This is an optimization exercise on Yosys and OpenROAD, whose aim is small area and a short achievable clock period, not a production implementation.
Function was checked by simulation only, so behaviour that the tests miss may differ from the original.
No activity file was given, so power comes from the tool's default toggle rates.

File: config.mk
export PLATFORM = sky130hd
export DESIGN_NAME = datapath_top
export DESIGN_NICKNAME = datapath_top
export VERILOG_FILES = /design/flow/design.v
export SDC_FILE = /design/flow/constraint.sdc
export NUM_CORES = 4
export LEC_CHECK = 0
export CAP_MARGIN = 20
export CORE_MARGIN = 2
export CORE_UTILIZATION = 40
export SETUP_SLACK_MARGIN = 4.0
export SLEW_MARGIN = 20
export SYNTH_HIERARCHICAL = 1
export TNS_END_PERCENT = 0
File: constraint.sdc
create_clock -name core_clock -period 7.5 [get_ports {clk}]
set_input_delay 1.5000 -clock core_clock [delete_from_list [all_inputs] [get_ports {clk}]]
set_output_delay 1.5000 -clock core_clock [all_outputs]
set_load 0.01 [all_outputs]
File: design.v
module datapath_top (
  input  wire        clk,
  input  wire        rst_n,
  input  wire [4:0]  rs1,
  input  wire [4:0]  rs2,
  input  wire [4:0]  rd,
  input  wire        we,
  input  wire        use_imm,
  input  wire [31:0] imm,
  input  wire [3:0]  ctrl,
  output reg  [31:0] result,
  output reg         zero,
  output reg  [31:0] store_data
);
  reg  [4:0]  rs1_q, rs2_q, rd_q;
  reg         we_q, use_imm_q;
  reg  [31:0] imm_q;
  reg  [3:0]  ctrl_q;
  wire [31:0] res_d, sd_d;
  wire        zero_d;
  always @(posedge clk) begin
    rs1_q      <= rs1;
    rs2_q      <= rs2;
    rd_q       <= rd;
    we_q       <= we;
    use_imm_q  <= use_imm;
    imm_q      <= imm;
    ctrl_q     <= ctrl;
    result     <= res_d;
    zero       <= zero_d;
    store_data <= sd_d;
  end
  datapath u_dp (
    .clk(clk),
    .rst_n(rst_n),
    .rs1(rs1_q),
    .rs2(rs2_q),
    .rd(rd_q),
    .we(we_q),
    .use_imm(use_imm_q),
    .imm(imm_q),
    .ctrl(ctrl_q),
    .result(res_d),
    .zero(zero_d),
    .store_data(sd_d)
  );
endmodule

module ALU (
  input  logic [31:0] A,           
  input  logic [31:0] R2,          
  input  logic [31:0] imm,
  input  logic        use_imm,
  input  logic [3:0]  CONTROL,
  output logic [31:0] RESULTADO,
  output logic        ZERO
);
  logic op_slt, op_sltu, op_bge, op_eq, sub, sel_sum, op_sll, op_sra;
  logic sel_add, sel_sub, sel_log, sel_sh, cmpop, ncmpop, sel_r, sel_l;
  logic op_and, op_or, op_xor, op_b;
  logic [31:0] imm_n;
  alu_dec u_dec (
    .ctrl(CONTROL), .imm(imm),
    .op_slt(op_slt), .op_sltu(op_sltu), .op_bge(op_bge), .op_eq(op_eq), .op_sll(op_sll), .op_sra(op_sra),
    .op_and(op_and), .op_or(op_or), .op_xor(op_xor), .op_b(op_b),
    .sub(sub), .sel_sum(sel_sum), .sel_add(sel_add), .sel_sub(sel_sub),
    .sel_log(sel_log), .sel_sh(sel_sh), .cmpop(cmpop), .ncmpop(ncmpop),
    .sel_r(sel_r), .sel_l(sel_l), .imm_n(imm_n)
  );
  logic [31:0] Bn, Bxn, Apn, g, t, p, px;
  for (genvar i = 0; i < 32; i++) begin : g_op
    c_mux2i  u_b  (.a0(R2[i]), .a1(imm[i]), .s(use_imm), .y(Bn[i]));
    c_mux2i  u_bx (.a0(R2[i]), .a1(imm[i]), .s(use_imm), .y(Bxn[i]));
    c_xnor2  u_ap (.a(A[i]), .b(sub), .y(Apn[i]));
    c_nor2   u_g  (.a(Apn[i]), .b(Bxn[i]), .y(g[i]));
    c_nand2  u_t  (.a(Apn[i]), .b(Bxn[i]), .y(t[i]));
    c_xor2   u_p  (.a(Apn[i]), .b(Bxn[i]), .y(p[i]));
    c_xor2   u_px (.a(p[i]), .b(sub), .y(px[i]));
  end
  logic [31:0] G [0:5];
  logic [31:0] T [0:5];
  assign G[0] = g;
  assign T[0] = t;
  for (genvar l = 1; l <= 5; l++) begin : g_lvl
    localparam int D = 1 << (l - 1);
    for (genvar i = 0; i < 32; i++) begin : g_i
      if (i < D) begin : g_pass
        c_inv u_g (.a(G[l-1][i]), .y(G[l][i]));
        assign T[l][i] = 1'b0;    
      end else if (l % 2 == 1) begin : g_odd
        c_a21oi u_g (.a1(T[l-1][i]), .a2(G[l-1][i-D]), .b1(G[l-1][i]), .y(G[l][i]));
        if (i >= 2 * D) begin : g_t
          c_nand2 u_t (.a(T[l-1][i]), .b(T[l-1][i-D]), .y(T[l][i]));
        end else begin : g_tn
          assign T[l][i] = 1'b0;  
        end
      end else begin : g_even
        c_o21ai u_g (.a1(T[l-1][i]), .a2(G[l-1][i-D]), .b1(G[l-1][i]), .y(G[l][i]));
        if (i >= 2 * D) begin : g_t
          c_nor2 u_t (.a(T[l-1][i]), .b(T[l-1][i-D]), .y(T[l][i]));
        end else begin : g_tn
          assign T[l][i] = 1'b0;  
        end
      end
    end
  end
  logic [31:0] cn;       
  logic        cout_n;   
  assign cn     = {G[5][30:0], 1'b1};
  assign cout_n = G[5][31];
  logic fillbit, big, fill, fill_n, shr, shl, bigfill;
  alu_big u_big (.r(R2[31:5]), .imm(imm[31:5]), .use_imm(use_imm), .big(big));
  alu_shctl u_shctl (
    .op_sra(op_sra), .a31(A[31]), .big(big), .sel_r(sel_r), .sel_l(sel_l),
    .fillbit(fillbit), .shr(shr), .shl(shl), .bigfill(bigfill)
  );
  assign fill = fillbit;
  c_inv u_filln (.a(fillbit), .y(fill_n));
  logic [31:0] S [0:5];    
  for (genvar i = 0; i < 32; i++) begin : g_ain
    c_mux2i u (.a0(A[i]), .a1(A[31-i]), .s(op_sll), .y(S[0][i]));
  end
  for (genvar k = 1; k <= 5; k++) begin : g_sh
    localparam int D = 1 << (k - 1);
    for (genvar i = 0; i < 32; i++) begin : g_i
      logic hi;
      if (i + D < 32) begin : g_in
        assign hi = S[k-1][i+D];
      end else begin : g_fill
        assign hi = (k % 2 == 1) ? fill_n : fill;
      end
      c_mux2i u (.a0(hi), .a1(S[k-1][i]), .s(Bn[k-1]), .y(S[k][i]));
    end
  end
  logic [31:0] sh;         
  assign sh = S[5];
  logic k01, k10, k11;
  assign k01 = op_or | op_xor | op_b;
  assign k10 = op_or | op_xor;
  assign k11 = op_and | op_or | op_b;
  logic [31:0] lu_n, shift_n, arith_n, ssp, sspn;
  logic        cmp_n;
  for (genvar i = 0; i < 32; i++) begin : g_res
    logic lu_a1, lu_a0;
    c_mux2  u_lua (.a0(k01), .a1(k11), .s(A[i]), .y(lu_a1));
    c_and2  u_lub (.a(A[i]), .b(k10), .y(lu_a0));
    c_mux2i u_lu  (.a0(lu_a1), .a1(lu_a0), .s(Bn[i]), .y(lu_n[i]));
    c_a22oi u_sh (.a1(shr), .a2(sh[i]), .b1(shl), .b2(sh[31-i]), .y(shift_n[i]));
    alu_ss  u_ss (.sel(sel_sum), .p(px[i]), .bigfill(bigfill), .ssp(ssp[i]), .sspn(sspn[i]));
    if (i == 0) begin : g_r0
      c_inv   u_ar (.a(ssp[i]), .y(arith_n[i]));
      c_nand4 u_r (.a(arith_n[i]), .b(shift_n[i]), .c(lu_n[i]), .d(cmp_n), .y(RESULTADO[i]));
    end else begin : g_r
      c_mux2i u_ar (.a0(sspn[i]), .a1(ssp[i]), .s(cn[i]), .y(arith_n[i]));
      c_nand3 u_r (.a(arith_n[i]), .b(shift_n[i]), .c(lu_n[i]), .y(RESULTADO[i]));
    end
  end
  logic [31:0] x, th;
  logic        zadd, eq, eqn, lz, shz;
  c_inv u_x0 (.a(p[0]), .y(x[0]));
  for (genvar i = 1; i < 32; i++) begin : g_x
    c_xnor2 u (.a(p[i]), .b(t[i-1]), .y(x[i]));
  end
  c_and32 u_zadd (.a(x), .y(zadd));
  c_and32 u_eq (.a(p), .y(eq));
  c_inv   u_eqn (.a(eq), .y(eqn));
  c_and32 u_lz (.a(lu_n), .y(lz));
  alu_thermo u_th (.sn(Bn[4:0]), .th(th));
  c_andor32 u_shz (.a(S[0]), .b(th), .y(shz));
  logic zq1, zq2, nfill, sh_small, sh_big;
  alu_shsel u_shsel (.sel_sh(sel_sh), .big(big), .fillbit(fillbit),
                     .sh_small(sh_small), .sh_big(sh_big), .nfill(nfill));
  c_a222oi u_zq1 (.a1(sel_add), .a2(zadd), .b1(sel_sub), .b2(eq), .c1(op_eq), .c2(eqn), .y(zq1));
  c_a222oi u_zq2 (.a1(sel_log), .a2(lz), .b1(sh_small), .b2(shz), .c1(sh_big), .c2(nfill), .y(zq2));
  logic zn0, zn1, cm0, cm1, rc0, rc1;
  alu_cmp u_cmp (.op_slt(op_slt), .op_sltu(op_sltu), .op_bge(op_bge), .op_eq(op_eq),
                 .px31(px[31]), .a31(A[31]), .eq(eq),
                 .cm0(cm0), .cm1(cm1), .rc0(rc0), .rc1(rc1));
  c_a32o  u_zn0 (.a1(ncmpop), .a2(zq1), .a3(zq2), .b1(cmpop), .b2(cm0), .y(zn0));
  c_a32o  u_zn1 (.a1(ncmpop), .a2(zq1), .a3(zq2), .b1(cmpop), .b2(cm1), .y(zn1));
  c_mux2i u_zero (.a0(zn1), .a1(zn0), .s(cout_n), .y(ZERO));
  c_mux2i u_cmpm (.a0(rc1), .a1(rc0), .s(cout_n), .y(cmp_n));
endmodule
module alu_dec (
  input  logic [3:0]  ctrl,
  input  logic [31:0] imm,
  output logic op_slt, op_sltu, op_bge, op_eq, op_sll, op_sra, op_and, op_or, op_xor, op_b,
  output logic sub, sel_sum, sel_add, sel_sub, sel_log, sel_sh, cmpop, ncmpop,
  output logic sel_r, sel_l,
  output logic [31:0] imm_n
);
  logic op_add, op_sub, op_srl, op_def;
  assign op_add  = ctrl == 4'b0000;
  assign op_sub  = ctrl == 4'b0111;
  assign op_slt  = ctrl == 4'b0100;
  assign op_sltu = ctrl == 4'b1100;
  assign op_and  = ctrl == 4'b0010;
  assign op_or   = ctrl == 4'b0001;
  assign op_xor  = ctrl == 4'b1001;
  assign op_b    = ctrl == 4'b0110;
  assign op_sll  = ctrl == 4'b1000;
  assign op_srl  = ctrl == 4'b1010;
  assign op_sra  = ctrl == 4'b1110;
  assign op_bge  = ctrl == 4'b1011;
  assign op_eq   = ctrl == 4'b1111;
  assign op_def  = !(op_add | op_sub | op_slt | op_sltu | op_and | op_or | op_xor |
                     op_b | op_sll | op_srl | op_sra | op_bge | op_eq);
  assign sub     = op_sub | op_slt | op_sltu | op_bge | op_eq;
  assign sel_sum = op_add | op_sub;
  assign sel_add = op_add;
  assign sel_sub = op_sub;
  assign sel_log = op_and | op_or | op_xor | op_b | op_def;
  assign sel_sh  = op_sll | op_srl | op_sra;
  assign cmpop   = op_slt | op_sltu | op_bge;
  assign ncmpop  = !cmpop;
  assign sel_r   = op_srl | op_sra;
  assign sel_l   = op_sll;
  assign imm_n   = ~imm;
endmodule
module alu_shctl (
  input  logic op_sra, a31, big, sel_r, sel_l,
  output logic fillbit, shr, shl, bigfill
);
  assign fillbit = op_sra & a31;
  assign shr     = sel_r & !big;
  assign shl     = sel_l & !big;
  assign bigfill = fillbit & big;
endmodule
module alu_big (
  input  logic [31:5] r, imm,
  input  logic        use_imm,
  output logic        big
);
  logic [6:0] l1;
  logic [1:0] l2;
  logic       rbig_n, ibig;
  for (genvar k = 0; k < 6; k++) begin : g1
    c_nor4 u (.a(r[5+4*k]), .b(r[6+4*k]), .c(r[7+4*k]), .d(r[8+4*k]), .y(l1[k]));
  end
  c_nor3  u1 (.a(r[29]), .b(r[30]), .c(r[31]), .y(l1[6]));
  c_nand4 u2a (.a(l1[0]), .b(l1[1]), .c(l1[2]), .d(l1[3]), .y(l2[0]));
  c_nand3 u2b (.a(l1[4]), .b(l1[5]), .c(l1[6]), .y(l2[1]));
  c_nor2  u3 (.a(l2[0]), .b(l2[1]), .y(rbig_n));
  assign ibig = |imm;
  alu_bigsel u_sel (.rbig_n(rbig_n), .ibig(ibig), .use_imm(use_imm), .big(big));
endmodule
module alu_bigsel (input logic rbig_n, ibig, use_imm, output logic big);
  assign big = use_imm ? ibig : !rbig_n;
endmodule
module alu_shsel (
  input  logic sel_sh, big, fillbit,
  output logic sh_small, sh_big, nfill
);
  assign sh_small = sel_sh & !big;
  assign sh_big   = sel_sh & big;
  assign nfill    = !fillbit;
endmodule
module alu_ss (input logic sel, p, bigfill, output logic ssp, sspn);
  assign ssp  = (sel & p) | bigfill;
  assign sspn = (sel & !p) | bigfill;
endmodule
module alu_cmp (
  input  logic op_slt, op_sltu, op_bge, op_eq, px31, a31, eq,
  output logic cm0, cm1, rc0, rc1
);
  logic lts0, lts1;
  assign lts0 = px31 ? a31 : 1'b0;
  assign lts1 = px31 ? a31 : 1'b1;
  logic r0, r1;
  assign r0  = (op_slt & lts0) | (op_sltu & 1'b0) | (op_bge & !lts0);
  assign r1  = (op_slt & lts1) | (op_sltu & 1'b1) | (op_bge & !lts1);
  assign cm0 = r0;
  assign cm1 = r1;
  assign rc0 = r0 | (op_eq & eq);
  assign rc1 = r1 | (op_eq & eq);
endmodule
module c_and32 (input logic [31:0] a, output logic y);
  logic [7:0] l1;
  logic [3:0] l2;
  logic [1:0] l3;
  for (genvar k = 0; k < 8; k++) begin : g1
    c_nand4 u (.a(a[4*k]), .b(a[4*k+1]), .c(a[4*k+2]), .d(a[4*k+3]), .y(l1[k]));
  end
  for (genvar k = 0; k < 4; k++) begin : g2
    c_nor2 u (.a(l1[2*k]), .b(l1[2*k+1]), .y(l2[k]));
  end
  for (genvar k = 0; k < 2; k++) begin : g3
    c_nand2 u (.a(l2[2*k]), .b(l2[2*k+1]), .y(l3[k]));
  end
  c_nor2 u4 (.a(l3[0]), .b(l3[1]), .y(y));
endmodule
module c_andor32 (input logic [31:0] a, b, output logic y);
  logic [15:0] l1;
  logic [3:0]  l2;
  logic [1:0]  l3;
  for (genvar k = 0; k < 16; k++) begin : g1
    c_o22ai u (.a1(a[2*k]), .a2(b[2*k]), .b1(a[2*k+1]), .b2(b[2*k+1]), .y(l1[k]));
  end
  for (genvar k = 0; k < 4; k++) begin : g2
    c_nor4 u (.a(l1[4*k]), .b(l1[4*k+1]), .c(l1[4*k+2]), .d(l1[4*k+3]), .y(l2[k]));
  end
  for (genvar k = 0; k < 2; k++) begin : g3
    c_nand2 u (.a(l2[2*k]), .b(l2[2*k+1]), .y(l3[k]));
  end
  c_nor2 u4 (.a(l3[0]), .b(l3[1]), .y(y));
endmodule
module alu_thermo (input logic [4:0] sn, output logic [31:0] th);
  logic [4:0] s;
  assign s = ~sn;
  always_comb
    for (int j = 0; j < 32; j++)
      th[j] = s > j;
endmodule
module registerbank (
  input  logic        clock,
  input  logic        RST,           
  input  logic [4:0]  read_reg1,
  input  logic [4:0]  read_reg2,
  input  logic [4:0]  write_reg,
  input  logic [31:0] write_data,
  input  logic        reg_write,
  output logic [31:0] read_data1,
  output logic [31:0] read_data2
);
  logic [31:0] dato [0:31];
  logic [31:0] pend;
  logic [4:0]  pend_rd;
  logic        pend_v;
  logic [31:0] load, hold;
  always_comb
    for (int i = 0; i < 32; i++) begin
      load[i] = RST &  (pend_v && pend_rd == i);
      hold[i] = RST & !(pend_v && pend_rd == i);
    end
  logic [31:0] nxt [0:31];
  for (genvar r = 0; r < 32; r++) begin : g_wr
    for (genvar b = 0; b < 32; b++) begin : g_b
      c_a22o u (.a1(dato[r][b]), .a2(hold[r]), .b1(pend[b]), .b2(load[r]), .y(nxt[r][b]));
    end
  end
  always_ff @(posedge clock) begin
    for (int i = 0; i < 32; i++)
      dato[i] <= nxt[i];
    pend    <= write_data;
    pend_rd <= write_reg;
    pend_v  <= reg_write & RST;
  end
  logic [31:0] sel1, sel2;
  logic        hit1, hit2;
  rdsel u_sel1 (.rs(read_reg1), .pend_rd(pend_rd), .pend_v(pend_v), .sel(sel1), .hit(hit1));
  rdsel u_sel2 (.rs(read_reg2), .pend_rd(pend_rd), .pend_v(pend_v), .sel(sel2), .hit(hit2));
  for (genvar b = 0; b < 32; b++) begin : g_bit
    logic [31:0] d;
    for (genvar r = 0; r < 32; r++) begin : g_r
      assign d[r] = dato[r][b];
    end
    rdbit u_rd1 (.d(d), .s(sel1), .pend(pend[b]), .hit(hit1), .y(read_data1[b]));
    rdbit u_rd2 (.d(d), .s(sel2), .pend(pend[b]), .hit(hit2), .y(read_data2[b]));
  end
endmodule
module rdsel (
  input  logic [4:0]  rs,
  input  logic [4:0]  pend_rd,
  input  logic        pend_v,
  output logic [31:0] sel,
  output logic        hit
);
  logic [4:0] x, rsn, rsv [0:1];
  logic       pvn, h1, h2;
  for (genvar k = 0; k < 5; k++) begin : g_x
    c_xor2 u_x (.a(rs[k]), .b(pend_rd[k]), .y(x[k]));
    c_inv  u_n (.a(rs[k]), .y(rsn[k]));
  end
  assign rsv[0] = rs;
  assign rsv[1] = rsn;
  c_inv  u_pvn (.a(pend_v), .y(pvn));
  c_nor3 u_h1 (.a(x[0]), .b(x[1]), .c(x[2]), .y(h1));
  c_nor3 u_h2 (.a(x[3]), .b(x[4]), .c(pvn), .y(h2));
  c_and2 u_hit (.a(h1), .b(h2), .y(hit));
  logic [3:0] lo;
  logic [7:0] hi;
  for (genvar k = 0; k < 4; k++) begin : g_lo
    c_nor2 u (.a(rsv[(k >> 1) & 1][1]), .b(rsv[k & 1][0]), .y(lo[k]));
  end
  for (genvar m = 0; m < 8; m++) begin : g_hi
    c_nor3 u (.a(rsv[(m >> 2) & 1][4]), .b(rsv[(m >> 1) & 1][3]), .c(rsv[m & 1][2]), .y(hi[m]));
  end
  for (genvar i = 0; i < 32; i++) begin : g_sel
    c_and2 u (.a(lo[i % 4]), .b(hi[i / 4]), .y(sel[i]));
  end
endmodule
module rdbit (
  input  logic [31:0] d,
  input  logic [31:0] s,
  input  logic        pend,
  input  logic        hit,
  output logic        y
);
  logic [10:0] g;
  for (genvar k = 0; k < 10; k++) begin : g_aoi
    c_a222oi u (.a1(d[3*k]), .a2(s[3*k]), .b1(d[3*k+1]), .b2(s[3*k+1]),
                .c1(d[3*k+2]), .c2(s[3*k+2]), .y(g[k]));
  end
  c_a22oi u_g10 (.a1(d[30]), .a2(s[30]), .b1(d[31]), .b2(s[31]), .y(g[10]));
  logic h0, h1, h2, pn;
  c_a41o  u_h0 (.a1(g[0]), .a2(g[1]), .a3(g[2]), .a4(g[3]), .b1(hit), .y(h0));
  c_a41o  u_h1 (.a1(g[4]), .a2(g[5]), .a3(g[6]), .a4(g[7]), .b1(hit), .y(h1));
  c_a31o  u_h2 (.a1(g[8]), .a2(g[9]), .a3(g[10]), .b1(hit), .y(h2));
  c_nand2 u_pn (.a(pend), .b(hit), .y(pn));
  c_nand4 u_y  (.a(h0), .b(h1), .c(h2), .d(pn), .y(y));
endmodule
module datapath (
  input  logic        clk,
  input  logic        rst_n,
  input  logic [4:0]  rs1,
  input  logic [4:0]  rs2,
  input  logic [4:0]  rd,
  input  logic        we,
  input  logic        use_imm,
  input  logic [31:0] imm,
  input  logic [3:0]  ctrl,
  output logic [31:0] result,
  output logic        zero,
  output logic [31:0] store_data
);
  logic [31:0] rdata1, rdata2;
  registerbank u_regs (
    .clock(clk),
    .RST(rst_n),
    .read_reg1(rs1),
    .read_reg2(rs2),
    .write_reg(rd),
    .write_data(result),
    .reg_write(we),
    .read_data1(rdata1),
    .read_data2(rdata2)
  );
  ALU u_alu (
    .A(rdata1),
    .R2(rdata2),
    .imm(imm),
    .use_imm(use_imm),
    .CONTROL(ctrl),
    .RESULTADO(result),
    .ZERO(zero)
  );
  assign store_data = rdata2;
endmodule
module c_inv    (input logic a, output logic y); assign y = ~a; endmodule
module c_and2   (input logic a, b, output logic y); assign y = a & b; endmodule
module c_nand2  (input logic a, b, output logic y); assign y = ~(a & b); endmodule
module c_nor2   (input logic a, b, output logic y); assign y = ~(a | b); endmodule
module c_nand3  (input logic a, b, c, output logic y); assign y = ~(a & b & c); endmodule
module c_nor3   (input logic a, b, c, output logic y); assign y = ~(a | b | c); endmodule
module c_or3    (input logic a, b, c, output logic y); assign y = a | b | c; endmodule
module c_nand4  (input logic a, b, c, d, output logic y); assign y = ~(a & b & c & d); endmodule
module c_xnor2  (input logic a, b, output logic y); assign y = ~(a ^ b); endmodule
module c_xor2   (input logic a, b, output logic y); assign y = a ^ b; endmodule
module c_a21oi  (input logic a1, a2, b1, output logic y); assign y = ~((a1 & a2) | b1); endmodule
module c_o21ai  (input logic a1, a2, b1, output logic y); assign y = ~((a1 | a2) & b1); endmodule
module c_a22o   (input logic a1, a2, b1, b2, output logic y); assign y = (a1 & a2) | (b1 & b2); endmodule
module c_a41o   (input logic a1, a2, a3, a4, b1, output logic y); assign y = (a1 & a2 & a3 & a4) | b1; endmodule
module c_a31o   (input logic a1, a2, a3, b1, output logic y); assign y = (a1 & a2 & a3) | b1; endmodule
module c_o22ai  (input logic a1, a2, b1, b2, output logic y); assign y = ~((a1 | a2) & (b1 | b2)); endmodule
module c_a32o   (input logic a1, a2, a3, b1, b2, output logic y); assign y = (a1 & a2 & a3) | (b1 & b2); endmodule
module c_nor4   (input logic a, b, c, d, output logic y); assign y = ~(a | b | c | d); endmodule
module c_a221oi (input logic a1, a2, b1, b2, c1, output logic y); assign y = ~((a1 & a2) | (b1 & b2) | c1); endmodule
module c_a22oi  (input logic a1, a2, b1, b2, output logic y); assign y = ~((a1 & a2) | (b1 & b2)); endmodule
module c_a222oi (input logic a1, a2, b1, b2, c1, c2, output logic y);
  assign y = ~((a1 & a2) | (b1 & b2) | (c1 & c2));
endmodule
module c_mux2   (input logic a0, a1, s, output logic y); assign y = s ? a1 : a0; endmodule
module c_mux2i  (input logic a0, a1, s, output logic y); assign y = ~(s ? a1 : a0); endmodule
File: run.sh
#!/bin/bash
# synth_recipe.tcl (not shown) runs the flow's synth.tcl, then flattens the netlist and writes it again
# the make line also repeats each setting of config.mk as NAME=value (left out here)
make -C /OpenROAD-flow-scripts/flow DESIGN_CONFIG=/design/flow/config.mk WORK_HOME=/design/flow/orfs CLKGATE_MAP_FILE= SYNTH_SCRIPT=/design/flow/synth_recipe.tcl finish
==> reports/metrics.yaml, run 1 <==
status:
  run_status: "complete, no violations"
clocking:
  cts_hold_buf: 0
  root_buffer: "clkbuf_16"
  numClockSinks: 1180
  clkLatencyLatePin_ps: 800
  clk_pin_slew_ps: 60
  cts_tree: "done"
  cts_buffer_depth: 3
  htreeDepth: 4
  cts_made_buffers: 133
placed_design:
  port_buffers: 119
  dp_hpwl_um: 159000
  globalplace.congestion: 0.978
  place_inst: 6651
layout:
  final_cell_mix: "dfxtp_1 (1162), a22o_1 (1024), a222oi_1 (642)"
  mostFrequentLayoutCell: "dfxtp_1"
  fillers: 11500
  area_growth_pct: 26.8
  layout.nets: 5373
  drive_gt1_share_pct: 23.9
  final_util_pct: 51.0
  fin_cells: 7178
sta:
  finalSetupTns_ps: 0
  slew_headroom_pct: 17.0
  timing.hold.ws_ps: 391
  skew_ps: 39.8
  hold_viol_final: 0
  slew_violations: 0
  tightest_slew_ps: 1240
  finalSetupViolations: 0
  finalCriticalPeriod_ps: 4600
  rsz0062_at_grt: "true"
  period_share_pct: 61.4
  fmax_mhz: 217
global_routing:
  antenna_found_initial: 16
  grt_first_pass_wirelength_um: 370000
  grt_usage_pct: 37.1
  grt_pass1_vias: 49000
  grt_max_degree: 65
  overflow: 0
routing:
  avgRoutedWirePerCell_um: 37.4
  first_iter_violations: 12600
  vias: 54100
  antenna_left: 0
  remaining_drc_errors: 0
  wirelength_um: 268000
  vias_per_cell: 7.54
  dr.pass1.iters: 15
floorplan:
  io_pins: 120
  start_util_pct: 40.2
  core.rowCount: 133
  die_h_um: 367
  die_w_um: 367
  coreArea_um2: 131000
  design.die.area_um2: 135000
power:
  p_clk_share_pct: 46.5
  power.internal_mw: 10.7
  combPwrFrac_pct: 9.4
  swShare_pct: 26.5
  leakage_nw: 24.7
  seq_power_share_pct: 44.2
  max-vdd-ir-drop_mv: 0.171
  power.density_nw_per_um2: 217
  p_sw_mw: 3.85
synth:
  syn_area_um2: 52800
  syn-num-nets: 4694
  avgSynthCellArea_um2: 11.4
  ys_warn_count: 21
  netlist_instances: 4639
setup_path:
  cp_max_fo: 7
  crit_required_ps: 8140
  cp-start-kind: "flip-flop"
  worstPathArrival_ps: 5240
  end_kind: "flip-flop"
  path_class: "flip-flop to flip-flop"
  rrSetupSlack_ps: 2900
worst_hold_path:
  holdCritPathClass: "flip-flop to flip-flop"
flow_run:
  cap_violations: 0
==> routing by layer <==
metal / GRT usage, % / wire, um / up-vias
li1: - / - / 21800
met1: 48.3 / 100000 / 26600
met2: 51.8 / 107000 / 4697
met3: 12.5 / 38700 / 1014
met4: 24.4 / 21800 / 18
met5: 0 / 107 / -
==> registers in the layout (all words and copies together), names as in the netlist <==
signal and cells:
rd_q 5, rs2_q 5, u_dp.u_regs.pend 32, rs1_q 5, u_dp.u_regs.dato 1024, store_data 32, u_dp.u_regs.pend_rd 5, zero 1
u_dp.u_regs.pend_v 1, use_imm_q 1, result 32, ctrl_q 4, we_q 1, imm_q 32
==> power by group through the flow <==
stage	combinational [mW]	clock [mW]	sequential, mW
floorplan	0.565	0	6.59
global placement	1.12	0	6.54
detailed placement	1.12	0	6.54
CTS	1.25	6.75	6.40
global route	1.38	7.01	6.41
finish	1.36	6.75	6.41
==> worst paths after layout <==
kind	startpoint	endpoint	cells after the start
worst max register to register	rs2_q[3]$_DFF_P_	u_dp.u_regs.pend[20]$_DFF_P_	18
worst min-delay path	rd_q[1]$_DFF_P_	u_dp.u_regs.pend_rd[1]$_DFF_P_	0
worst min register to register	rd_q[1]$_DFF_P_	u_dp.u_regs.pend_rd[1]$_DFF_P_	0
worst max-delay path	rs2_q[3]$_DFF_P_	u_dp.u_regs.pend[20]$_DFF_P_	18
==> through the flow <==
step | power (mW) | worst slack, ps | cell area, um^2
after detailed placement | 7.66 | 1450 | 57700
final | 14.5 | 2900 | 67000
after floorplan | 7.15 | 1520 | 52900
after global placement | 7.66 | 1550 | 57700
after global routing | 14.8 | 2960 | 67000
after CTS | 14.4 | 3270 | 65900
==> layout make-up <==
| class | count | area, um^2 | area share [%] |
|---|---|---|---|
| timing repair buffer | 565 | 5900 | 8.80 |
| antenna | 5 | 12.5 | 0.0187 |
| clock inverter | 40 | 534 | 0.798 |
| clock buffer | 195 | 3890 | 5.81 |
| tap | 1755 | 2200 | 3.28 |
| timing repair inverter | 1 | 5.00 | 0.00747 |
| inverter | 89 | 353 | 0.527 |
| sequential | 1180 | 23700 | 35.3 |
| multi-input combinational | 3348 | 30400 | 45.4 |
==> worst max-delay path, stage by stage, from the launching register on <==
cell and delay, ps:
dfxtp_4 390, clkinvlp_4 160, buf_6 120, nor3_4 40, and2_4 180, buf_12 140
buf_6 120, a222oi_1 420, a41o_2 450, nand4_1 150, buf_6 170, nor4_4 350
nand4_1 330, nor2_4 220, o21ai_4 150, and3_4 320, a21o_2 200, mux2i_1 330
nand3_1 170
==> timing repair <==
item | in CTS | in global routing
endpoints found under the hold margin | 0 | 0
setup buffers | 213 | 41
pin swaps | 134 | 82
gates resized for setup | 430 | 109
endpoints found under the setup margin | 86 | 86
gates cloned | 21 | 12
==> run 2, diff against run 1 <==
--- a/design.v
+++ b/design.v
@@ -50,4 +50,5 @@
   input  logic [31:0] A,           
   input  logic [31:0] R2,          
+  input  logic [31:0] bh0, bh1, bh2, bpn,    
   input  logic [31:0] imm,
   input  logic        use_imm,
@@ -68,18 +69,22 @@
     .sel_r(sel_r), .sel_l(sel_l), .imm_n(imm_n)
   );
-  logic [31:0] Bn, Bxn, Apn, g, t, p, px;
+  logic [31:0] B, Bx, Ap, gn, tn, p, px;
+  logic [4:0]  Bs;
+  for (genvar i = 0; i < 5; i++) begin : g_bs
+    c_nand4  u_bs (.a(bh0[i]), .b(bh1[i]), .c(bh2[i]), .d(bpn[i]), .y(Bs[i]));
+  end
   for (genvar i = 0; i < 32; i++) begin : g_op
-    c_mux2i  u_b  (.a0(R2[i]), .a1(imm[i]), .s(use_imm), .y(Bn[i]));
-    c_mux2i  u_bx (.a0(R2[i]), .a1(imm[i]), .s(use_imm), .y(Bxn[i]));
-    c_xnor2  u_ap (.a(A[i]), .b(sub), .y(Apn[i]));
-    c_nor2   u_g  (.a(Apn[i]), .b(Bxn[i]), .y(g[i]));
-    c_nand2  u_t  (.a(Apn[i]), .b(Bxn[i]), .y(t[i]));
-    c_xor2   u_p  (.a(Apn[i]), .b(Bxn[i]), .y(p[i]));
+    c_nand4  u_b  (.a(bh0[i]), .b(bh1[i]), .c(bh2[i]), .d(bpn[i]), .y(B[i]));
+    c_nand4  u_bx (.a(bh0[i]), .b(bh1[i]), .c(bh2[i]), .d(bpn[i]), .y(Bx[i]));
+    c_xor2   u_ap (.a(A[i]), .b(sub), .y(Ap[i]));
+    c_nand2  u_g  (.a(Ap[i]), .b(Bx[i]), .y(gn[i]));
+    c_nor2   u_t  (.a(Ap[i]), .b(Bx[i]), .y(tn[i]));
+    c_xor2   u_p  (.a(Ap[i]), .b(Bx[i]), .y(p[i]));
     c_xor2   u_px (.a(p[i]), .b(sub), .y(px[i]));
   end
   logic [31:0] G [0:5];
   logic [31:0] T [0:5];
-  assign G[0] = g;
-  assign T[0] = t;
+  assign G[0] = gn;
+  assign T[0] = tn;
   for (genvar l = 1; l <= 5; l++) begin : g_lvl
     localparam int D = 1 << (l - 1);
@@ -88,5 +93,5 @@
         c_inv u_g (.a(G[l-1][i]), .y(G[l][i]));
         assign T[l][i] = 1'b0;    
-      end else if (l % 2 == 1) begin : g_odd
+      end else if (l % 2 == 0) begin : g_even
         c_a21oi u_g (.a1(T[l-1][i]), .a2(G[l-1][i-D]), .b1(G[l-1][i]), .y(G[l][i]));
         if (i >= 2 * D) begin : g_t
@@ -95,5 +100,5 @@
           assign T[l][i] = 1'b0;  
         end
-      end else begin : g_even
+      end else begin : g_odd
         c_o21ai u_g (.a1(T[l-1][i]), .a2(G[l-1][i-D]), .b1(G[l-1][i]), .y(G[l][i]));
         if (i >= 2 * D) begin : g_t
@@ -105,13 +110,13 @@
     end
   end
-  logic [31:0] cn;       
-  logic        cout_n;   
-  assign cn     = {G[5][30:0], 1'b1};
-  assign cout_n = G[5][31];
-  logic fillbit, big, fill, fill_n, shr, shl, bigfill;
+  logic [31:0] c;        
+  logic        cout;     
+  assign c    = {G[5][30:0], 1'b0};
+  assign cout = G[5][31];
+  logic fillbit, big, fill, fill_n, shr, shl, bigfill_n;
   alu_big u_big (.r(R2[31:5]), .imm(imm[31:5]), .use_imm(use_imm), .big(big));
   alu_shctl u_shctl (
     .op_sra(op_sra), .a31(A[31]), .big(big), .sel_r(sel_r), .sel_l(sel_l),
-    .fillbit(fillbit), .shr(shr), .shl(shl), .bigfill(bigfill)
+    .fillbit(fillbit), .shr(shr), .shl(shl), .bigfill_n(bigfill_n)
   );
   assign fill = fillbit;
@@ -130,28 +135,30 @@
         assign hi = (k % 2 == 1) ? fill_n : fill;
       end
-      c_mux2i u (.a0(hi), .a1(S[k-1][i]), .s(Bn[k-1]), .y(S[k][i]));
+      c_mux2i u (.a0(S[k-1][i]), .a1(hi), .s(Bs[k-1]), .y(S[k][i]));
     end
   end
   logic [31:0] sh;         
   assign sh = S[5];
-  logic k01, k10, k11;
-  assign k01 = op_or | op_xor | op_b;
-  assign k10 = op_or | op_xor;
-  assign k11 = op_and | op_or | op_b;
+  logic k01n, k10, k11n;
+  assign k01n = !(op_or | op_xor | op_b);
+  assign k10  = op_or | op_xor;
+  assign k11n = !(op_and | op_or | op_b);
   logic [31:0] lu_n, shift_n, arith_n, ssp, sspn;
   logic        cmp_n;
   for (genvar i = 0; i < 32; i++) begin : g_res
     logic lu_a1, lu_a0;
-    c_mux2  u_lua (.a0(k01), .a1(k11), .s(A[i]), .y(lu_a1));
+    c_mux2i u_lua (.a0(k01n), .a1(k11n), .s(A[i]), .y(lu_a1));
     c_and2  u_lub (.a(A[i]), .b(k10), .y(lu_a0));
-    c_mux2i u_lu  (.a0(lu_a1), .a1(lu_a0), .s(Bn[i]), .y(lu_n[i]));
+    c_mux2i u_lu  (.a0(lu_a0), .a1(lu_a1), .s(B[i]), .y(lu_n[i]));
     c_a22oi u_sh (.a1(shr), .a2(sh[i]), .b1(shl), .b2(sh[31-i]), .y(shift_n[i]));
-    alu_ss  u_ss (.sel(sel_sum), .p(px[i]), .bigfill(bigfill), .ssp(ssp[i]), .sspn(sspn[i]));
+    alu_ss  u_ss (.sel(sel_sum), .p(px[i]), .ssp(ssp[i]), .sspn(sspn[i]));
     if (i == 0) begin : g_r0
       c_inv   u_ar (.a(ssp[i]), .y(arith_n[i]));
-      c_nand4 u_r (.a(arith_n[i]), .b(shift_n[i]), .c(lu_n[i]), .d(cmp_n), .y(RESULTADO[i]));
+      logic lub_n;
+      c_and2  u_lb (.a(lu_n[i]), .b(bigfill_n), .y(lub_n));
+      c_nand4 u_r (.a(arith_n[i]), .b(shift_n[i]), .c(lub_n), .d(cmp_n), .y(RESULTADO[i]));
     end else begin : g_r
-      c_mux2i u_ar (.a0(sspn[i]), .a1(ssp[i]), .s(cn[i]), .y(arith_n[i]));
-      c_nand3 u_r (.a(arith_n[i]), .b(shift_n[i]), .c(lu_n[i]), .y(RESULTADO[i]));
+      c_mux2i u_ar (.a0(ssp[i]), .a1(sspn[i]), .s(c[i]), .y(arith_n[i]));
+      c_nand4 u_r (.a(arith_n[i]), .b(shift_n[i]), .c(lu_n[i]), .d(bigfill_n), .y(RESULTADO[i]));
     end
   end
@@ -160,5 +167,5 @@
   c_inv u_x0 (.a(p[0]), .y(x[0]));
   for (genvar i = 1; i < 32; i++) begin : g_x
-    c_xnor2 u (.a(p[i]), .b(t[i-1]), .y(x[i]));
+    c_xor2 u (.a(p[i]), .b(tn[i-1]), .y(x[i]));
   end
   c_and32 u_zadd (.a(x), .y(zadd));
@@ -166,5 +173,5 @@
   c_inv   u_eqn (.a(eq), .y(eqn));
   c_and32 u_lz (.a(lu_n), .y(lz));
-  alu_thermo u_th (.sn(Bn[4:0]), .th(th));
+  alu_thermo u_th (.s(B[4:0]), .th(th));
   c_andor32 u_shz (.a(S[0]), .b(th), .y(shz));
   logic zq1, zq2, nfill, sh_small, sh_big;
@@ -179,6 +186,6 @@
   c_a32o  u_zn0 (.a1(ncmpop), .a2(zq1), .a3(zq2), .b1(cmpop), .b2(cm0), .y(zn0));
   c_a32o  u_zn1 (.a1(ncmpop), .a2(zq1), .a3(zq2), .b1(cmpop), .b2(cm1), .y(zn1));
-  c_mux2i u_zero (.a0(zn1), .a1(zn0), .s(cout_n), .y(ZERO));
-  c_mux2i u_cmpm (.a0(rc1), .a1(rc0), .s(cout_n), .y(cmp_n));
+  c_mux2i u_zero (.a0(zn0), .a1(zn1), .s(cout), .y(ZERO));
+  c_mux2i u_cmpm (.a0(rc0), .a1(rc1), .s(cout), .y(cmp_n));
 endmodule
 module alu_dec (
@@ -220,10 +227,10 @@
 module alu_shctl (
   input  logic op_sra, a31, big, sel_r, sel_l,
-  output logic fillbit, shr, shl, bigfill
+  output logic fillbit, shr, shl, bigfill_n
 );
   assign fillbit = op_sra & a31;
   assign shr     = sel_r & !big;
   assign shl     = sel_l & !big;
-  assign bigfill = fillbit & big;
+  assign bigfill_n = !(fillbit & big);
 endmodule
 module alu_big (
@@ -234,5 +241,5 @@
   logic [6:0] l1;
   logic [1:0] l2;
-  logic       rbig_n, ibig;
+  logic       ibig;
   for (genvar k = 0; k < 6; k++) begin : g1
     c_nor4 u (.a(r[5+4*k]), .b(r[6+4*k]), .c(r[7+4*k]), .d(r[8+4*k]), .y(l1[k]));
@@ -241,10 +248,9 @@
   c_nand4 u2a (.a(l1[0]), .b(l1[1]), .c(l1[2]), .d(l1[3]), .y(l2[0]));
   c_nand3 u2b (.a(l1[4]), .b(l1[5]), .c(l1[6]), .y(l2[1]));
-  c_nor2  u3 (.a(l2[0]), .b(l2[1]), .y(rbig_n));
   assign ibig = |imm;
-  alu_bigsel u_sel (.rbig_n(rbig_n), .ibig(ibig), .use_imm(use_imm), .big(big));
+  alu_bigsel u_sel (.r0(l2[0]), .r1(l2[1]), .ibig(ibig), .use_imm(use_imm), .big(big));
 endmodule
-module alu_bigsel (input logic rbig_n, ibig, use_imm, output logic big);
-  assign big = use_imm ? ibig : !rbig_n;
+module alu_bigsel (input logic r0, r1, ibig, use_imm, output logic big);
+  assign big = use_imm ? ibig : (r0 | r1);
 endmodule
 module alu_shsel (
@@ -256,7 +262,7 @@
   assign nfill    = !fillbit;
 endmodule
-module alu_ss (input logic sel, p, bigfill, output logic ssp, sspn);
-  assign ssp  = (sel & p) | bigfill;
-  assign sspn = (sel & !p) | bigfill;
+module alu_ss (input logic sel, p, output logic ssp, sspn);
+  assign ssp  = sel & p;
+  assign sspn = sel & !p;
 endmodule
 module alu_cmp (
@@ -305,7 +311,5 @@
   c_nor2 u4 (.a(l3[0]), .b(l3[1]), .y(y));
 endmodule
-module alu_thermo (input logic [4:0] sn, output logic [31:0] th);
-  logic [4:0] s;
-  assign s = ~sn;
+module alu_thermo (input logic [4:0] s, output logic [31:0] th);
   always_comb
     for (int j = 0; j < 32; j++)
@@ -320,6 +324,9 @@
   input  logic [31:0] write_data,
   input  logic        reg_write,
+  input  logic        use_imm,
+  input  logic [31:0] imm,
   output logic [31:0] read_data1,
-  output logic [31:0] read_data2
+  output logic [31:0] read_data2,
+  output logic [31:0] bh0, bh1, bh2, bpn
 );
   logic [31:0] dato [0:31];
@@ -346,8 +353,13 @@
     pend_v  <= reg_write & RST;
   end
-  logic [31:0] sel1, sel2;
+  logic [31:0] sel1 [0:1];
+  logic [31:0] sel2 [0:1];
   logic        hit1, hit2;
-  rdsel u_sel1 (.rs(read_reg1), .pend_rd(pend_rd), .pend_v(pend_v), .sel(sel1), .hit(hit1));
-  rdsel u_sel2 (.rs(read_reg2), .pend_rd(pend_rd), .pend_v(pend_v), .sel(sel2), .hit(hit2));
+  rdsel u_sel1 (.rs(read_reg1), .pend_rd(pend_rd), .pend_v(pend_v),
+                .sel_lo(sel1[0]), .sel_hi(sel1[1]), .hit(hit1));
+  rdsel u_sel2 (.rs(read_reg2), .pend_rd(pend_rd), .pend_v(pend_v),
+                .sel_lo(sel2[0]), .sel_hi(sel2[1]), .hit(hit2));
+  logic hb2, hit2nu;
+  rd_bctl u_bctl (.hit(hit2), .use_imm(use_imm), .hb(hb2), .hit_nu(hit2nu));
   for (genvar b = 0; b < 32; b++) begin : g_bit
     logic [31:0] d;
@@ -355,6 +367,8 @@
       assign d[r] = dato[r][b];
     end
-    rdbit u_rd1 (.d(d), .s(sel1), .pend(pend[b]), .hit(hit1), .y(read_data1[b]));
-    rdbit u_rd2 (.d(d), .s(sel2), .pend(pend[b]), .hit(hit2), .y(read_data2[b]));
+    rdbit u_rd1 (.d(d), .s(sel1[b / 16]), .pend(pend[b]), .hit(hit1), .y(read_data1[b]));
+    rdbit2 u_rd2 (.d(d), .s(sel2[b / 16]), .pend(pend[b]), .hit(hit2), .hb(hb2),
+                  .y(read_data2[b]), .bh0(bh0[b]), .bh1(bh1[b]), .bh2(bh2[b]));
+    c_a22oi u_bpn (.a1(pend[b]), .a2(hit2nu), .b1(imm[b]), .b2(use_imm), .y(bpn[b]));
   end
 endmodule
@@ -363,5 +377,6 @@
   input  logic [4:0]  pend_rd,
   input  logic        pend_v,
-  output logic [31:0] sel,
+  output logic [31:0] sel_lo,
+  output logic [31:0] sel_hi,
   output logic        hit
 );
@@ -387,5 +402,6 @@
   end
   for (genvar i = 0; i < 32; i++) begin : g_sel
-    c_and2 u (.a(lo[i % 4]), .b(hi[i / 4]), .y(sel[i]));
+    c_and2 u_l (.a(lo[i % 4]), .b(hi[i / 4]), .y(sel_lo[i]));
+    c_and2 u_h (.a(lo[i % 4]), .b(hi[i / 4]), .y(sel_hi[i]));
   end
 endmodule
@@ -410,4 +426,33 @@
   c_nand4 u_y  (.a(h0), .b(h1), .c(h2), .d(pn), .y(y));
 endmodule
+module rdbit2 (
+  input  logic [31:0] d,
+  input  logic [31:0] s,
+  input  logic        pend,
+  input  logic        hit,
+  input  logic        hb,
+  output logic        y,
+  output logic        bh0, bh1, bh2
+);
+  logic [10:0] g;
+  for (genvar k = 0; k < 10; k++) begin : g_aoi
+    c_a222oi u (.a1(d[3*k]), .a2(s[3*k]), .b1(d[3*k+1]), .b2(s[3*k+1]),
+                .c1(d[3*k+2]), .c2(s[3*k+2]), .y(g[k]));
+  end
+  c_a22oi u_g10 (.a1(d[30]), .a2(s[30]), .b1(d[31]), .b2(s[31]), .y(g[10]));
+  logic h0, h1, h2, pn;
+  c_a41o  u_h0 (.a1(g[0]), .a2(g[1]), .a3(g[2]), .a4(g[3]), .b1(hit), .y(h0));
+  c_a41o  u_h1 (.a1(g[4]), .a2(g[5]), .a3(g[6]), .a4(g[7]), .b1(hit), .y(h1));
+  c_a31o  u_h2 (.a1(g[8]), .a2(g[9]), .a3(g[10]), .b1(hit), .y(h2));
+  c_nand2 u_pn (.a(pend), .b(hit), .y(pn));
+  c_nand4 u_y  (.a(h0), .b(h1), .c(h2), .d(pn), .y(y));
+  c_a41o  u_b0 (.a1(g[0]), .a2(g[1]), .a3(g[2]), .a4(g[3]), .b1(hb), .y(bh0));
+  c_a41o  u_b1 (.a1(g[4]), .a2(g[5]), .a3(g[6]), .a4(g[7]), .b1(hb), .y(bh1));
+  c_a31o  u_b2 (.a1(g[8]), .a2(g[9]), .a3(g[10]), .b1(hb), .y(bh2));
+endmodule
+module rd_bctl (input logic hit, use_imm, output logic hb, hit_nu);
+  assign hb     = hit | use_imm;
+  assign hit_nu = hit & !use_imm;
+endmodule
 module datapath (
   input  logic        clk,
@@ -424,5 +469,5 @@
   output logic [31:0] store_data
 );
-  logic [31:0] rdata1, rdata2;
+  logic [31:0] rdata1, rdata2, bh0, bh1, bh2, bpn;
   registerbank u_regs (
     .clock(clk),
@@ -433,10 +478,14 @@
     .write_data(result),
     .reg_write(we),
+    .use_imm(use_imm),
+    .imm(imm),
     .read_data1(rdata1),
-    .read_data2(rdata2)
+    .read_data2(rdata2),
+    .bh0(bh0), .bh1(bh1), .bh2(bh2), .bpn(bpn)
   );
   ALU u_alu (
     .A(rdata1),
     .R2(rdata2),
+    .bh0(bh0), .bh1(bh1), .bh2(bh2), .bpn(bpn),
     .imm(imm),
     .use_imm(use_imm),
--- a/config.mk
+++ b/config.mk
@@ -9,4 +9,6 @@
 export CORE_MARGIN = 2
 export CORE_UTILIZATION = 40
+export CTS_CLUSTER_DIAMETER = 100
+export CTS_CLUSTER_SIZE = 20
 export SETUP_SLACK_MARGIN = 4.0
 export SLEW_MARGIN = 20
==> run 2 against run 1 <==
Against the previous run: critical endpoint is now u_dp.u_regs.pend[27]$_DFF_P_; clock power decreased by about 40%; routed wire length increased by 4.9%; flip-flop and latch count unchanged; still clean; non-clock buffer count rose by 29; die area is 2.1% higher; first-iteration DRC count shrank 0.10%; maximum frequency fell by 0.87%; register-to-register slack worse by 40 ps.
==> reports/metrics.yaml, run 2 <==
clocking:
  cts_made_buffers: 70
  root_buffer: "clkbuf_16"
  clkLatencyLatePin_ps: 730
  cts_buffer_depth: 3
  clk_pin_slew_ps: 90
  numClockSinks: 1180
  htreeDepth: 3
  cts_tree: "done"
power:
  p_clk_share_pct: 34.1
  power.density_nw_per_um2: 181
  max-vdd-ir-drop_mv: 0.179
  swShare_pct: 28.7
  p_sw_mw: 3.38
  seq_power_share_pct: 54.4
  power.internal_mw: 8.41
  combPwrFrac_pct: 11.5
  leakage_nw: 22.7
routing:
  remaining_drc_errors: 0
  antenna_left: 0
  dr.pass1.iters: 14
  vias: 55800
  vias_per_cell: 7.71
  wirelength_um: 281000
  first_iter_violations: 12500
  avgRoutedWirePerCell_um: 38.8
floorplan:
  io_pins: 120
  die_w_um: 371
  design.die.area_um2: 138000
  die_h_um: 371
  coreArea_um2: 134000
  start_util_pct: 40.4
  core.rowCount: 134
layout:
  stdcell_area_um2: 65100
  multiInputGateArea_um2: 31700
  layout.nets: 5520
  largest_register_ffs: 1024
  mostFrequentLayoutCell: "dfxtp_1"
  area_growth_pct: 20.7
  fillers: 12100
  ff_latch_area_um2: 23700
  regMostFlops: "u_dp.u_regs.dato"
  drive_gt1_share_pct: 21.8
  final_cell_mix: "dfxtp_1 (1162), a22o_1 (1024), a222oi_1 (642)"
  fin_cells: 7244
sta:
  fmax_mhz: 215
  worst_slack_ps: 2860
  rsz0062_at_grt: "true"
  hold_viol_final: 0
  finalCriticalPeriod_ps: 4640
  finalSetupTns_ps: 0
  slew_headroom_pct: 8.53
  slew_violations: 0
  skew_ps: 37.3
  tightest_slew_ps: 1370
  period_share_pct: 61.9
  finalSetupViolations: 0
global_routing:
  met1_usage_pct: 51.1
  grt_busiest_layer: "met2"
  grt_first_pass_wirelength_um: 390000
  use_met2_pct: 54.7
  overflow: 0
  grt_max_degree: 65
  grtUsageMet3_pct: 12.2
  grt_usage_pct: 38.9
  grt_pass1_vias: 50900
  antenna_found_initial: 4
setup_path:
  rrSetupSlack_ps: 2860
  cp-start-kind: "flip-flop"
  end_kind: "flip-flop"
  worstPathArrival_ps: 5180
  path_class: "flip-flop to flip-flop"
  r2r-start: "rs1_q[2]$_DFF_P_"
  r2r_end: "u_dp.u_regs.pend[27]$_DFF_P_"
  worstSetupEndpoint: "u_dp.u_regs.pend[27]$_DFF_P_"
  cp_max_fo: 16
  crit_start: "rs1_q[2]$_DFF_P_"
  reg2reg_depth: 16
  crit_required_ps: 8040
synth:
  ys_warn_count: 23
  netlist_instances: 4815
  avgSynthCellArea_um2: 11.2
  syn-num-nets: 4870
  syn_area_um2: 54000
placed_design:
  dp_hpwl_um: 184000
  port_buffers: 119
  globalplace.congestion: 1.01
  place_inst: 6869
  dp_slack_ps: 1520
  dpl-instance-area_um2: 59000
worst_hold_path:
  holdCritPathClass: "flip-flop to flip-flop"
status:
  run_status: "complete, no violations"
flow_run:
  cap_violations: 0
[run 2: worst min-delay path by stage]
stage / start / end / slack (ps) / depth (start not counted)
2_1_floorplan: rd_q[4]$_DFF_P_ / u_dp.u_regs.pend_rd[4]$_DFF_P_ / 310 / 0
3_3_place_gp: rd_q[1]$_DFF_P_ / u_dp.u_regs.pend_rd[1]$_DFF_P_ / 320 / 0
3_5_place_dp: rd_q[0]$_DFF_P_ / u_dp.u_regs.pend_rd[0]$_DFF_P_ / 320 / 0
4_1_cts: rd_q[0]$_DFF_P_ / u_dp.u_regs.pend_rd[0]$_DFF_P_ / 340 / 0
5_1_grt: rd_q[1]$_DFF_P_ / u_dp.u_regs.pend_rd[1]$_DFF_P_ / 340 / 0
6_report: rd_q[1]$_DFF_P_ / u_dp.u_regs.pend_rd[1]$_DFF_P_ / 330 / 0
[run 2: layout make-up]
| cell class | instances | area share (%) |
|---|---|---|
| antenna | 1 | 0.00384 |
| clock buffer | 70 | 2.69 |
| clock inverter | 12 | 0.217 |
| inverter | 59 | 0.392 |
| multi-input combinational | 3557 | 48.6 |
| sequential | 1180 | 36.3 |
| tap | 1768 | 3.40 |
| timing repair buffer | 594 | 8.34 |
| timing repair inverter | 3 | 0.0269 |
[run 2: worst max-delay path, cell delays in order, from the launching register on]
cell and delay (ps):
dfxtp_4 400, clkinvlp_4 170, nor3_4 60, buf_4 160
and2_4 200, a222oi_1 640, a41o_2 480, nand4_1 190
buf_12 200, mux2i_2 390, mux2i_1 170, mux2i_1 260
mux2i_1 130, mux2i_1 210, mux2i_1 160, a22oi_2 360
nand4_1 240
[run 2: metal layers]
metal	wire (um)	part of all wire, %	vias up
met4	23700	8.4	6
met2	111000	40	5048
met5	47	0.017	-
met1	107000	38	27300
met3	39600	14	977
li1	-	-	22500
[run 2: power groups by stage]
stage	registers (mW)	logic (mW)	clock network, mW
6_report	6.41	1.35	4.02
5_1_grt	6.41	1.37	4.24
4_1_cts	6.40	1.28	4.03
3_5_place_dp	6.55	1.15	0
3_3_place_gp	6.55	1.14	0
2_1_floorplan	6.59	0.534	0
[run 2: metrics by stage]
| stage | hold slack (ps) | utilization, % | total power [mW] |
|---|---|---|---|
| after floorplan | 309 | - | 7.12 |
| after global routing | 341 | 48.7 | 12.0 |
| after CTS | 335 | 48.6 | 11.7 |
| after detailed placement | 321 | 44.2 | 7.69 |
| final | 331 | 48.7 | 11.8 |
| after global placement | 320 | 44.2 | 7.69 |
[run 2: timing repair]
| item | 4_1_cts | 5_1_grt |
|---|---|---|
| buffers inserted | 260 | 13 |
| setup endpoints to repair | 113 | 113 |
| gates cloned | 19 | 0 |
| pin swaps | 201 | 13 |
| hold buffers | 0 | 0 |
| gates resized for setup | 485 | 22 |
==> run 3, diff against run 2 <==
--- a/config.mk
+++ b/config.mk
@@ -9,6 +9,4 @@
 export CORE_MARGIN = 2
 export CORE_UTILIZATION = 40
-export CTS_CLUSTER_DIAMETER = 100
-export CTS_CLUSTER_SIZE = 20
 export SETUP_SLACK_MARGIN = 4.0
 export SLEW_MARGIN = 20
==> run 3 against run 2 <==
Against the previous run: clock skew is 7.5 ps lower; first-iteration DRC count shrank 1.6%; count of clock-buffer cells in the layout rose by 111; combinational power hardly changed; routed wire length up 0.41%; die area is the same; critical path depth grew 2; sequential power barely moved; utilization rose by 1.6 points; worst setup slack got worse by 31 ps; area after synthesis unchanged; hold slack got worse by 3.8 ps.
==> reports/metrics.yaml, run 3 <==
status:
  run_status: "complete, no violations"
power:
  combPwrFrac_pct: 9.4
  p_sw_mw: 3.88
  leakage_nw: 23.7
  power.internal_mw: 10.5
  seq_power_share_pct: 44.6
  swShare_pct: 27.0
  max-vdd-ir-drop_mv: 0.185
  power.density_nw_per_um2: 214
  p_clk_share_pct: 46.0
routing:
  antenna_left: 0
  dr.pass1.iters: 15
  first_iter_violations: 12300
  vias_per_cell: 7.62
  wirelength_um: 282000
  avgRoutedWirePerCell_um: 38.3
  vias: 56100
  remaining_drc_errors: 0
sta:
  rsz0062_at_grt: "true"
  finalSetupViolations: 0
  fmax_mhz: 214
  slew_headroom_pct: 15.1
  tightest_slew_ps: 1270
  period_share_pct: 62.3
  slew_violations: 0
  skew_ps: 29.8
  finalCriticalPeriod_ps: 4670
  hold_viol_final: 0
  finalSetupTns_ps: 0
floorplan:
  design.die.area_um2: 138000
  core.rowCount: 134
  io_pins: 120
  coreArea_um2: 134000
  start_util_pct: 40.4
  die_h_um: 371
  die_w_um: 371
setup_path:
  rrSetupSlack_ps: 2830
  crit_required_ps: 8150
  end_kind: "flip-flop"
  cp_slowest_cell: "nand4_1"
  cp_max_fo: 15
  cp-start-kind: "flip-flop"
  path_cells: "inv_4 > nor2_2 > buf_6 > and2_4 > buf_6 > a222oi_1 > buf_4 > a31o_1 > nand4_1 > nor4_4 > nand4_1 > nor2_2 > o21ai_4 > and2_4 > a222oi_1 > buf_4 > a32o_1 > mux2i_1"
  worstSetupEndpoint: "zero$_DFF_P_"
  crit_start: "rs2_q[0]$_DFF_P_"
  reg2reg_depth: 18
  r2r-start: "rs2_q[0]$_DFF_P_"
  r2r_end: "zero$_DFF_P_"
  worstPathArrival_ps: 5330
  path_class: "flip-flop to flip-flop"
  max_stage_delay_ps: 520
worst_hold_path:
  holdCritPathClass: "flip-flop to flip-flop"
global_routing:
  antenna_found_initial: 7
  grt_pass1_vias: 51300
  grt_max_degree: 65
  grt_busiest_layer: "met2"
  grt_usage_pct: 39.2
  use_met2_pct: 54.7
  met1_usage_pct: 50.8
  overflow: 0
  grtUsageMet3_pct: 13.1
  grt_first_pass_wirelength_um: 391000
clocking:
  cts_tree: "done"
  cts_buffer_depth: 3
  htreeDepth: 4
  clk_pin_slew_ps: 60
  clkLatencyLatePin_ps: 800
  numClockSinks: 1180
  cts_made_buffers: 130
  root_buffer: "clkbuf_16"
layout:
  multiInputGateArea_um2: 31700
  ff_latch_area_um2: 23700
  fillers: 11900
  fin_cells: 7369
  mostFrequentLayoutCell: "dfxtp_1"
  final_cell_mix: "dfxtp_1 (1163), a22o_1 (1024), a222oi_1 (642)"
  layout.nets: 5552
  largest_register_ffs: 1024
  area_growth_pct: 24.7
  regMostFlops: "u_dp.u_regs.dato"
  drive_gt1_share_pct: 23.2
flow_run:
  cap_violations: 0
placed_design:
  place_inst: 6869
  dp_hpwl_um: 184000
  globalplace.congestion: 1.01
  port_buffers: 119
synth:
  avgSynthCellArea_um2: 11.2
  syn-num-nets: 4870
  ys_warn_count: 23
  syn_area_um2: 54000
  netlist_instances: 4815
==> run 3: cell types whose count changed in the layout (fill, tap and decap cells not counted), sizes merged, moves of 3 or more <==
cell / delta
clkinv: +22
buf: -27
diode: +3
bufinv: +8
clkinvlp: +4
clkbuf: +111
inv: +5
==> run 3: per-stage QoR <==
stage / power (mW) / cell area [um^2] / setup WS (ps) / hold WS [ps] / util (%)
5_1_grt: 14.7 / 67300 / 2840 / 337 / 50.3
2_1_floorplan: 7.12 / 54000 / 2030 / 309 / -
6_report: 14.4 / 67300 / 2830 / 327 / 50.3
4_1_cts: 14.3 / 67000 / 3190 / 330 / 50.1
3_3_place_gp: 7.69 / 59000 / 1540 / 320 / 44.2
3_5_place_dp: 7.69 / 59000 / 1520 / 321 / 44.2
==> run 3: area by class of cell <==
type | count | share of cell area, %
Tap cell | 1768 | 3.29
Timing Repair Buffer | 566 | 7.59
Multi-Input combinational cell | 3557 | 47.1
Inverter | 59 | 0.376
Sequential cell | 1180 | 35.2
Timing Repair inverter | 3 | 0.0260
Antenna cell | 4 | 0.0149
Clock inverter | 51 | 0.850
Clock buffer | 181 | 5.57
==> run 3: critical path, delay by kind of cell (launching register included) <==
kind            cells  cell delay (ps)
compound gates      5             1270
mux                 1               80
flops               1              390
simple gates        7             1990
buf+inv             5              790
==> run 3: worst min-delay path by stage <==
stage | start | end | slack (ps) | cells past startpoint
after floorplan | rd_q[4]$_DFF_P_ | u_dp.u_regs.pend_rd[4]$_DFF_P_ | 310 | 0
after global placement | rd_q[1]$_DFF_P_ | u_dp.u_regs.pend_rd[1]$_DFF_P_ | 320 | 0
after detailed placement | rd_q[0]$_DFF_P_ | u_dp.u_regs.pend_rd[0]$_DFF_P_ | 320 | 0
after CTS | rd_q[0]$_DFF_P_ | u_dp.u_regs.pend_rd[0]$_DFF_P_ | 330 | 0
after global routing | rd_q[0]$_DFF_P_ | u_dp.u_regs.pend_rd[0]$_DFF_P_ | 340 | 0
final | rd_q[0]$_DFF_P_ | u_dp.u_regs.pend_rd[0]$_DFF_P_ | 330 | 0
==> run 3: power groups by stage <==
stage	clock (mW)	combinational, mW	sequential [mW]
after floorplan	0	0.534	6.59
after global placement	0	1.14	6.55
after detailed placement	0	1.15	6.55
after CTS	6.61	1.27	6.41
after global routing	6.89	1.37	6.41
final	6.61	1.35	6.41
==> run 3: repair_timing <==
item                                    4_1_cts  5_1_grt
hold buffers                                  0        0
setup buffers                               238        8
gates cloned                                 17        0
gates resized for setup                     463       40
pin swaps                                   194       31
endpoints found under the setup margin      113      113
==> run 3: layer usage <==
layer / wire [um] / vias to the layer above
met4: 23800 / 4
met5: 28 / -
met3: 40500 / 1017
met2: 112000 / 4961
met1: 106000 / 27500
li1: - / 22700

==> port drivers added, routing unchanged <==
No port has a modelled driver above. Below, the same layouts with a new extraction and two added sets of constraints. Step 1, drivers: a clkbuf_16 drives clk and a buf_2 each remaining input, both assumed. Step 2 moves the port delays by t, midway between the first and last clock arrival at a register: inputs arrive t later, outputs are due t later. That takes back most of the time a late clock gives input paths. Slacks: no drivers / after step 1 / after step 2; pairs: no drivers / after step 1.
run | shift t [ns] | setup slack, ns | worst setup path at the end | worst slew at a driven data input, ns
run 1 | 0.863 | 2.896 / 2.896 / 2.896 | register to register | 0.05
run 2 | 0.795 | 2.856 / 2.856 / 2.856 | register to register | 0.05
run 3 | 0.861 | 2.825 / 2.825 / 2.825 | register to register | 0.05
After both steps every run listed still meets setup and hold.
